What follows belongs to an exercise in optimizing a design on an open flow for small area; a production flow would make more cautious choices. Function was checked by simulation only, so behaviour that the tests miss may differ from the original.

==> run K: inputs <==
==> flow/design.v (excerpt) <==
module MazeRunner(
  input clk, RST_n,						 
  output INRT_SS_n,INRT_SCLK,INRT_MOSI,	 
  input INRT_MISO,						 
  input INRT_INT,						 
  output A2D_SS_n,A2D_SCLK,A2D_MOSI,	 
  input A2D_MISO,						 
  output lftPWM1,lftPWM2,				 
  output rghtPWM1,rghtPWM2,				 
  input RX,								 
  input hall_n,							 
  output TX,							 
  output piezo,piezo_n,					 
  output IR_lft_en,						 
  output IR_cntr_en,					 
  output IR_rght_en,					 
  output [7:0] LED
);
  localparam FAST_SIM = 1;
  localparam NOM_IR = 12'h900;			 
  wire rst_n;							 
  wire strt_cal;						 
  wire cal_done;						 
  wire signed [11:0] lft_spd, rght_spd;	 
  wire signed [11:0] actl_hdng;			 
  wire signed [11:0] dsrd_hdng_cmd;		 
  wire signed [11:0] dsrd_hdng_slv;		 
  wire signed [11:0] dsrd_hdng;			 
  wire signed [11:0] dsrd_hdng_adj;		 
  wire strt_hdng_cmd,strt_hdng_slv;		 
  wire strt_mv_cmd,strt_mv_slv;			 
  wire strt_mv,strt_hdng;				 
  wire stp_lft_cmd,stp_rght_cmd;		 
  wire stp_lft_slv,stp_rght_slv;		 
  wire stp_lft,stp_rght;				 
  wire [11:0] lft_IR,rght_IR;			 
  wire [8:0] IR_Dtrm; 					 
  wire [11:0] vbatt;					 
  wire lft_opn,rght_opn,frwrd_opn;		 
  wire hdng_rdy;						 
  wire moving;							 
  wire en_fusion;						 
  wire at_hdng;							 
  wire send_resp;						 
  wire mv_cmplt;						 
  wire sol_cmplt;						 
  wire resp_sent;
  wire [10:0] frwrd_spd;				 
  wire [15:0] cmd;						 
  wire cmd_rdy;							 
  wire clr_cmd_rdy;						 
  wire batt_low;
  wire cmd_md;							 
  assign sol_cmplt = ~hall_n;			 
  reset_synch iRST(.*);
  ...
Settings: LEC_CHECK=0, CAP_MARGIN=20, CORE_MARGIN=2, CORE_UTILIZATION=40, PLACE_DENSITY=0.6, SLEW_MARGIN=20; clock period 27.0 ns.
run.sh (not shown) runs the stock make flow with config.mk's settings and CLKGATE_MAP_FILE= SYNTH_SCRIPT=/design/flow/synth_recipe.tcl, a recipe that flattens the netlist after the stock synthesis.
==> run F: changes against run K <==
--- a/flow/design.v
+++ b/flow/design.v
@@ -21,26 +21,30 @@
 typedef enum logic {IDLE , TRANSMITTING} state_t;
 logic init, shift ,transmitting;
 logic [3:0] bit_cnt;
 logic [3:0] nxt_bit_cnt;
 logic [11:0] baud_cnt;
 logic [11:0] nxt_baud_cnt;
+logic [3:0] bit_cnt_inc;
+logic [11:0] baud_cnt_inc;
+rc_inc #(4) iBITINC(.a(bit_cnt), .s(bit_cnt_inc));
+rc_inc #(12) iBAUDINC(.a(baud_cnt), .s(baud_cnt_inc));
 always_comb begin
 casez ({init,shift})
 2'b1?: nxt_bit_cnt = '0;
-2'b01: nxt_bit_cnt = bit_cnt + 1;
+2'b01: nxt_bit_cnt = bit_cnt_inc;
 2'b00: nxt_bit_cnt = bit_cnt;
 endcase
 end
 always_ff @(posedge clk) begin
 bit_cnt <= nxt_bit_cnt;
 end
 always_comb begin
 casez ({(init || shift),transmitting})
 2'b1?: nxt_baud_cnt = '0;
-2'b01: nxt_baud_cnt = baud_cnt + 1;
+2'b01: nxt_baud_cnt = baud_cnt_inc;
 2'b00: nxt_baud_cnt = baud_cnt;
 endcase
 end
 always_ff @(posedge clk) begin
 baud_cnt <= nxt_baud_cnt;
 end
@@ -90,37 +94,39 @@
 module UART_rcv(clk , rst_n ,clr_rdy , rx_data, rdy, RX);
 input clk, RX, rst_n , clr_rdy;
 output [7:0] rx_data;
 output reg rdy;
 typedef enum logic {IDLE , RCVNG} state_t;
 logic start, shift ,receiving;
-logic [3:0] bit_cnt;
+logic [3:0] bit_cnt, bit_cnt_inc;
 logic [3:0] nxt_bit_cnt;
-logic [11:0] baud_cnt;
+logic [11:0] baud_cnt, baud_cnt_dec;
 logic [11:0] nxt_baud_cnt;
 logic [8:0] shift_reg;
 logic [8:0] nxt_shift_reg;
+rc_inc #(4) iBITINC(.a(bit_cnt), .s(bit_cnt_inc));
+rc_add #(12) iBAUDDEC(.a(baud_cnt), .b(12'hFFF), .ci(1'b0), .s(baud_cnt_dec), .co());
 always_comb begin
 casez ({start,shift})
 2'b1?: nxt_bit_cnt = '0;
-2'b01: nxt_bit_cnt = bit_cnt + 1;
+2'b01: nxt_bit_cnt = bit_cnt_inc;
 2'b00: nxt_bit_cnt = bit_cnt;
 endcase
 end
 always_ff @(posedge clk) begin
 bit_cnt <= nxt_bit_cnt;
 end
 always_comb begin
 casez ({(start || shift),receiving})
-2'b1?: begin 
+2'b1?: begin
        if(start == 1)
 	   nxt_baud_cnt = 12'h516;
 	   else
 	   nxt_baud_cnt = 12'hA2C;
 	   end
-2'b01: nxt_baud_cnt = baud_cnt - 1;
+2'b01: nxt_baud_cnt = baud_cnt_dec;
 2'b00: nxt_baud_cnt = baud_cnt;
 endcase
 end
 always_ff @(posedge clk) begin
 baud_cnt <= nxt_baud_cnt;
 end
@@ -157,13 +163,13 @@
 assign start = (state == IDLE && RX == 0)?1'b1:1'b0;
 always_ff @(posedge clk, negedge rst_n) begin
 if(!rst_n)
 state <= IDLE;
 else
 state <= nxt_state;
-end     
+end
 always_ff @(posedge clk, negedge rst_n) begin
 if(!rst_n)
 rdy <= 1'b0;
 else begin
 	if(start | clr_rdy)
 	rdy <= 1'b0;
@@ -535,25 +541,29 @@
 logic [4:0] SCLK_div;
 logic smpl, shft_imm, shft, init , set_done;
 logic [3:0]bit_cnt;
 logic MISO_smpl;
 logic [15:0]shft_reg;
 logic done15;
+logic [4:0] SCLK_div_inc;
+logic [3:0] bit_cnt_inc;
+rc_inc #(5) iDIVINC(.a(SCLK_div), .s(SCLK_div_inc));
+rc_inc #(4) iBITINC(.a(bit_cnt), .s(bit_cnt_inc));
 always_ff @(posedge clk) begin
-	SCLK_div <= (ld_SCLK)?5'b10111:(SCLK_div+1);
+	SCLK_div <= (ld_SCLK)?5'b10111:SCLK_div_inc;
 end 
 assign rd_data = shft_reg;
 assign SCLK = SCLK_div[4];
 assign smpl = (SCLK_div === 5'b01111)?1'b1:1'b0;
 assign shft_imm = (SCLK_div === 5'b11111)?1'b1:1'b0;
 assign done15 = (bit_cnt === 4'b1111);
 always_ff @(posedge clk) begin
 	if(init)
 		bit_cnt <= 4'b0000;
 	else if(shft) 
-		bit_cnt <=bit_cnt+1;
+		bit_cnt <= bit_cnt_inc;
 end
 always_ff @(posedge clk) begin
 	MISO_smpl <= (smpl)?MISO:MISO_smpl;
 end
 always_ff @(posedge clk) begin
 	shft_reg <= (init)?wt_data:
@@ -641,12 +651,14 @@
   typedef enum reg[1:0] {IDLE,CALIBRATING,RUNNING} state_t;
   state_t state,nstate;
   reg signed [26:1] yaw_int;						 
   reg signed [18:1] yaw_off;						 
   reg [3:0] smpl_cntr;								 
   wire enough_smpls;
+  wire [3:0] smpl_cntr_inc;
+  rc_inc #(4) iSMPLINC(.a(smpl_cntr), .s(smpl_cntr_inc));
   wire signed [18:0] yaw_comp;
   wire signed [18:0] yaw_fusion;
   always_ff @(posedge clk, negedge rst_n)
     if (!rst_n)
 	   state <= IDLE;
 	 else
@@ -687,40 +699,48 @@
 		end
 	 endcase
   end
   always_ff @(posedge clk)
     if (vld)
       comp_smpl <= compensate_offset;
-  assign yaw_comp = (comp_smpl) ? {yaw_rt,3'b000}-{yaw_off,1'b0} : {{3{yaw_rt[15]}},yaw_rt};
+  wire [18:1] yaw_diff;
+  rc_add #(18) iCOMP(.a({yaw_rt,2'b00}), .b(~yaw_off), .ci(1'b1), .s(yaw_diff), .co());
+  assign yaw_comp = (comp_smpl) ? {yaw_diff,1'b0} : {{3{yaw_rt[15]}},yaw_rt};
   always @(posedge clk, negedge rst_n)
     if (!rst_n)
 	  smpl_cntr <= 0;
 	else if (clr_smpl_cntr)
 	  smpl_cntr <= 0;
 	else if (en_smpl_cntr)
-	  smpl_cntr <= smpl_cntr + 1;
+	  smpl_cntr <= smpl_cntr_inc;
   assign enough_smpls = (smpl_cntr==4'h8) ? 1'b1 : 1'b0;
   always_ff @(posedge clk, negedge rst_n)
     if (!rst_n) begin
 	  vld_ff1 <= 1'b0;
 	  vld_ff2 <= 1'b0;
 	  rdy <= 1'b0;
 	end else begin
       vld_ff1 <= vld;
       vld_ff2 <= vld_ff1;
 	  rdy <= vld_ff2;
 	end
-  assign yaw_fusion = (en_fusion) ? -{{3{IR_Dtrm[8]}},IR_Dtrm,7'h00} + {{7{IR_Dtrm[8]}},IR_Dtrm,3'h0} :
-                                      19'h00000;
+  wire [15:3] fus_raw;
+  rc_add #(13) iFUS(.a({{4{IR_Dtrm[8]}},IR_Dtrm}), .b(~{IR_Dtrm,4'h0}), .ci(1'b1), .s(fus_raw), .co());
+  assign yaw_fusion = (en_fusion) ? {{3{fus_raw[15]}},fus_raw,3'b000} : 19'h00000;
+  wire [20:0] yaw_inc;
+  rc_add #(18) iINC(.a({yaw_comp[18],yaw_comp[18:2]}), .b({{2{yaw_fusion[18]}},yaw_fusion[18:3]}), .ci(1'b0), .s(yaw_inc[20:3]), .co());
+  assign yaw_inc[2:0] = {yaw_comp[1:0],1'b0};
+  wire [26:1] yaw_int_nxt;
+  rc_add #(26) iINT(.a(yaw_int), .b({{5{yaw_inc[20]}},yaw_inc}), .ci(1'b0), .s(yaw_int_nxt), .co());
   always @(posedge clk, negedge rst_n)
     if (!rst_n) begin
 	  yaw_int <= 0;
 	end else if (clr_integrator) begin
 	  yaw_int <= 0;
 	end else if ((vld_ff2) && ((!compensate_offset) || (moving))) begin
-	  yaw_int  <= yaw_int + {{6{yaw_comp[18]}},yaw_comp,1'b0} + {{7{yaw_fusion[18]}},yaw_fusion};
+	  yaw_int  <= yaw_int_nxt;
 	end
   always @(posedge clk, negedge rst_n)
     if (!rst_n) begin
 	  yaw_off <= 18'h00000;
 	end else if (cal_done) begin
 	  yaw_off <= yaw_int[18:1];		 
@@ -876,13 +896,13 @@
 	logic signed [15:0]nxt_integrator;
 	logic signed [15:0]err_ext;
 	logic signed [15:0]sum;
 	logic overflow;
 	logic update;
 	assign err_ext = {{6{err_sat[9]}},err_sat[9:0]};
-	assign sum = err_ext + integrator;
+	rc_add #(16) iISUM(.a(integrator), .b(err_ext), .ci(1'b0), .s(sum), .co());
 	assign overflow = (integrator[15] === err_ext[15] && err_ext[15] !== sum[15] )?1'b1:1'b0;
 	assign update = (~overflow && hdng_vld)?1'b1:1'b0;
 	assign nxt_integrator = (~moverflowing)?16'h0000:
 													(update)?sum:integrator;
 	assign I_term = integrator[15:4];
 	always_ff @(posedge clk, negedge rst_n) begin
@@ -1210,12 +1230,14 @@
   reg [11:0] lft_IR_prev2,rght_IR_prev2;	 
   reg [11:0] lft_IR_prev3,rght_IR_prev3;	 
   reg [11:0] vbatt1,vbatt2,vbatt3,vbatt4;	 
   reg [14:0] lft_accum,rght_accum;			 
   wire [11:0] lft_off_reg,rght_off_reg;		 
   reg [3:0] smpl_cnt;
+  wire [3:0] smpl_cnt_inc;
+  rc_inc #(4) iSMPLINC(.a(smpl_cnt), .s(smpl_cnt_inc));
   localparam OPEN_THRES = 12'hD30;
   localparam OPEN_THRES_FRNT = 12'hDC0;
   localparam HUG = 12'h0E0;			 
   assign sttl_ovr = &tmr[10:0];
   always_ff @(posedge clk, negedge rst_n)
     if (!rst_n) begin
@@ -1226,53 +1248,60 @@
     end else if (capture_batt) begin
       vbatt1 <= res;
 	  vbatt2 <= vbatt1;
 	  vbatt3 <= vbatt2;
 	  vbatt4 <= vbatt3;
 	end
-  assign vbatt_accum = vbatt1 + vbatt2 + vbatt3 + vbatt4;
+  wire [12:0] vb12, vb34;
+  rc_add #(13) iVB12(.a({1'b0,vbatt1}), .b({1'b0,vbatt2}), .ci(1'b0), .s(vb12), .co());
+  rc_add #(13) iVB34(.a({1'b0,vbatt3}), .b({1'b0,vbatt4}), .ci(1'b0), .s(vb34), .co());
+  rc_add #(14) iVBSUM(.a({1'b0,vb12}), .b({1'b0,vb34}), .ci(1'b0), .s(vbatt_accum), .co());
   assign vbatt = vbatt_accum[13:2];				 
   assign batt_low = (vbatt[11:4]<8'hD9)? 1'b1 : 1'b0;	 
   always_ff @(posedge clk, negedge rst_n)
     if (!rst_n)
       frwrd_opn_r <= 1'b0;
     else if (capture_cntr)
       frwrd_opn_r <= (res>OPEN_THRES_FRNT) ? 1'b1 : 1'b0;
+  wire [11:0] IR_new;
+  wire [11:0] off_sel;
+  assign off_sel = (state==LFT_CPTR) ? lft_off_reg : rght_off_reg;
+  rc_add #(12) iIRSUB(.a(res), .b(~off_sel), .ci(1'b1), .s(IR_new), .co());
   always_ff @(posedge clk, negedge rst_n)
     if (!rst_n) begin
       rght_IR <= 12'h000;
 	  rght_IR_prev1 <= 12'h000;
 	  rght_IR_prev2 <= 12'h000;
 	  rght_IR_prev3 <= 12'h000;
     end else if (capture_rght) begin
-      rght_IR <= res - rght_off_reg;
+      rght_IR <= IR_new;
 	  rght_IR_prev1 <= rght_IR;
 	  rght_IR_prev2 <= rght_IR_prev1;
 	  rght_IR_prev3 <= rght_IR_prev2;
     end
   always_ff @(posedge clk, negedge rst_n)
     if (!rst_n) begin
       lft_IR <= 12'h000;
 	  lft_IR_prev1 <= 12'h000;
 	  lft_IR_prev2 <= 12'h000;
 	  lft_IR_prev3 <= 12'h000;
     end else if (capture_lft) begin
-      lft_IR <= res - lft_off_reg;
+      lft_IR <= IR_new;
 	  lft_IR_prev1 <= lft_IR;
 	  lft_IR_prev2 <= lft_IR_prev1;
 	  lft_IR_prev3 <= lft_IR_prev2;
 	end
-  assign lft_IR_diff = {1'b0,lft_IR} - {1'b0,lft_IR_prev3};
-  assign rght_IR_diff = {1'b0,rght_IR} - {1'b0,rght_IR_prev3};
+  rc_add #(13) iLDIFF(.a({1'b0,lft_IR}), .b({1'b1,~lft_IR_prev3}), .ci(1'b1), .s(lft_IR_diff), .co());
+  rc_add #(13) iRDIFF(.a({1'b0,rght_IR}), .b({1'b1,~rght_IR_prev3}), .ci(1'b1), .s(rght_IR_diff), .co());
   assign lft_IR_Dtrm = (lft_IR_diff[12] & ~&lft_IR_diff[11:8]) ? 9'h100 :
                        (~lft_IR_diff[12] & |lft_IR_diff[11:8]) ? 9'h0FF :
 					   lft_IR_diff[8:0];
   assign rght_IR_Dtrm = (rght_IR_diff[12] & ~&rght_IR_diff[11:8]) ? 9'h100 :
                         (~rght_IR_diff[12] & |rght_IR_diff[11:8]) ? 9'h0FF :
 						rght_IR_diff[8:0]; 
-  assign IR_Dtrm_sum = {lft_IR_Dtrm[8],lft_IR_Dtrm} - {rght_IR_Dtrm[8],rght_IR_Dtrm};
+  rc_add #(10) iDSUM(.a({lft_IR_Dtrm[8],lft_IR_Dtrm}), .b(~{rght_IR_Dtrm[8],rght_IR_Dtrm}), .ci(1'b1), .s(IR_Dtrm_sum), .co());
   always_ff @(posedge clk)
     IR_Dtrm <= ((lft_opn) && (rght_opn)) ? 9'h000 :		 
               (lft_opn) ? ~{rght_IR_Dtrm[8],rght_IR_Dtrm[8:1]} :				 
 	      (rght_opn) ? {lft_IR_Dtrm[8],lft_IR_Dtrm[8:1]} :				 
 	      IR_Dtrm_sum[9:1];
   always_ff @(posedge clk, negedge rst_n)
@@ -1347,32 +1376,34 @@
 	      capture_batt = 1;
 		  nxt_state = LFT_STTL;
 	    end
 	  end
     endcase
   end
-  assign IR_err = res - NOM_IR - HUG;	 
+  rc_add #(12) iIRERR(.a(res), .b(12'h000 - NOM_IR - HUG), .ci(1'b0), .s(IR_err), .co());
+  wire [14:0] accum_new;
+  rc_add #(15) iACC(.a((state==LFT_CPTR) ? lft_accum : rght_accum), .b({{3{IR_err[11]}},IR_err}), .ci(1'b0), .s(accum_new), .co());
   always_ff @(posedge clk, negedge rst_n)
     if (!rst_n)
 	  lft_accum <= 15'h0000;
     else if (clr_avg_accums)
 	  lft_accum <= 15'h0000;
 	else if (accum_lft && !ld_offs)
-	  lft_accum <= lft_accum + {{3{IR_err[11]}},IR_err};
+	  lft_accum <= accum_new;
   always_ff @(posedge clk, negedge rst_n)
     if (!rst_n)
 	  rght_accum <= 15'h0000;
     else if (clr_avg_accums)
 	  rght_accum <= 15'h0000;
 	else if (accum_rght && !ld_offs)
-	  rght_accum <= rght_accum + {{3{IR_err[11]}},IR_err};
+	  rght_accum <= accum_new;
   always_ff @(posedge clk)
     if (clr_avg_accums)
 	  smpl_cnt <= 4'h0;
 	else if (accum_rght)	 
-	  smpl_cnt <= smpl_cnt + 1;
+	  smpl_cnt <= smpl_cnt_inc;
   assign lft_off_reg = (cal_state==CAL) ? 12'h000 : lft_accum[14:3];
   assign rght_off_reg = (cal_state==CAL) ? 12'h000 : rght_accum[14:3];
   always_ff @(posedge clk, negedge rst_n)
     if (!rst_n)
       cal_state <= IDLE;
     else
@@ -1418,25 +1449,29 @@
 logic [19:0] dur_hi;
 logic [10:0] freq_hi;
 logic [23:0] dur_cnt;
 logic [14:0] freq_cnt;
 assign dur_cnt = {dur_hi,4'b0000};
 assign freq_cnt = {freq_hi,4'b0000};
+logic [19:0] dur_hi_inc;
+logic [10:0] freq_hi_inc;
+rc_inc #(20) iDURINC(.a(dur_hi), .s(dur_hi_inc));
+rc_inc #(11) iFRQINC(.a(freq_hi), .s(freq_hi_inc));
 logic rst_dur, rst_freq;
 typedef enum logic[3:0] {IDLE, G6, G7,C7,E7, E7_LOWBAT, G6_LOWBAT, C7_LOWBAT, G7_2, E7_2} state_t;
 always_ff @(posedge clk) begin
 	if(rst_dur)
 		dur_hi <= '0;
 	else
-		dur_hi <= dur_hi + 1;
+		dur_hi <= dur_hi_inc;
 end
 always_ff @(posedge clk) begin
 	if(rst_freq)
 		freq_hi <= '0;
 	else
-		freq_hi <= freq_hi + 1;
+		freq_hi <= freq_hi_inc;
 end
 state_t state, nxt_state;
 always_comb begin
 piezo = 0;
 nxt_state = state;
 rst_freq = 0;
@@ -1625,18 +1660,19 @@
   wire cmd_rdy;							 
   wire clr_cmd_rdy;						 
   wire batt_low;
   wire cmd_md;							 
   assign sol_cmplt = ~hall_n;			 
   reset_synch iRST(.*);
-  logic [15:0] tmr;
+  logic [15:0] tmr, tmr_inc;
+  rc_inc #(16) iTMRINC(.a(tmr), .s(tmr_inc));
   always_ff @(posedge clk, negedge rst_n)
     if (!rst_n)
       tmr <= 16'h0000;
     else
-      tmr <= tmr + 16'h0001;
+      tmr <= tmr_inc;
   UART_wrapper iWRAP(.clk(clk), .rst_n(rst_n), .RX(RX), .TX(TX), .resp(8'hA5), 
                .trmt(send_resp), .tx_done(resp_sent),
 			   .cmd_rdy(cmd_rdy), .cmd(cmd), .clr_cmd_rdy(clr_cmd_rdy));
   cmd_proc iCMD(.clk(clk),.rst_n(rst_n),.cmd(cmd),.cmd_rdy(cmd_rdy),
            .clr_cmd_rdy(clr_cmd_rdy),.send_resp(send_resp),.strt_cal(strt_cal),
 		   .cal_done(cal_done),.cmd_md(cmd_md),.dsrd_hdng(dsrd_hdng_cmd),
@@ -1679,6 +1715,45 @@
 						  .frwrd_opn(frwrd_opn),.batt_low(batt_low),
 						  .A2D_SS_n(A2D_SS_n),.A2D_SCLK(A2D_SCLK),
 						  .A2D_MOSI(A2D_MOSI),.A2D_MISO(A2D_MISO),.tmr(tmr[10:0]));
   piezo_drv #(FAST_SIM) ICHRG(.clk(clk),.rst_n(rst_n),.batt_low(batt_low),.fanfare(sol_cmplt),
                            .piezo(piezo),.piezo_n(piezo_n));
 endmodule
+module rc_add #(parameter W = 8) (
+  input  [W-1:0] a, b,
+  input          ci,
+  output [W-1:0] s,
+  output         co
+);
+  wire [W:0] c;
+  assign c[0] = ci;
+  genvar i;
+  generate for (i = 0; i < W; i = i + 1) begin : g_bit
+    assign s[i] = a[i] ^ b[i] ^ c[i];
+    assign c[i+1] = (a[i] & b[i]) | (c[i] & (a[i] ^ b[i]));
+  end endgenerate
+  assign co = c[W];
+endmodule
+module rc_inc #(parameter W = 8) (
+  input  [W-1:0] a,
+  output [W-1:0] s
+);
+  wire [W:0] c;
+  assign c[0] = 1'b1;
+  genvar i;
+  generate for (i = 0; i < W; i = i + 1) begin : g_bit
+    assign s[i] = a[i] ^ c[i];
+    assign c[i+1] = a[i] & c[i];
+  end endgenerate
+endmodule
+module rc_ge #(parameter W = 8) (
+  input  [W-1:0] a, b,
+  output         ge
+);
+  wire [W:0] c;
+  assign c[0] = 1'b1;
+  genvar i;
+  generate for (i = 0; i < W; i = i + 1) begin : g_bit
+    assign c[i+1] = (a[i] & ~b[i]) | (c[i] & (a[i] | ~b[i]));
+  end endgenerate
+  assign ge = c[W];
+endmodule
==> summary of the runs <==
In run K the final area is higher than in run F, by about 7%. Of run K and run F, run K has the higher global-route usage (gap 0.54 points). In run F the register-to-register slack is lower than in run K, by 0.12 ns. Against run F, the setup slack of run K is better by 0.12 ns. Between run F and run K, the lower via count is in run F (gap about 13%, measured against run K).
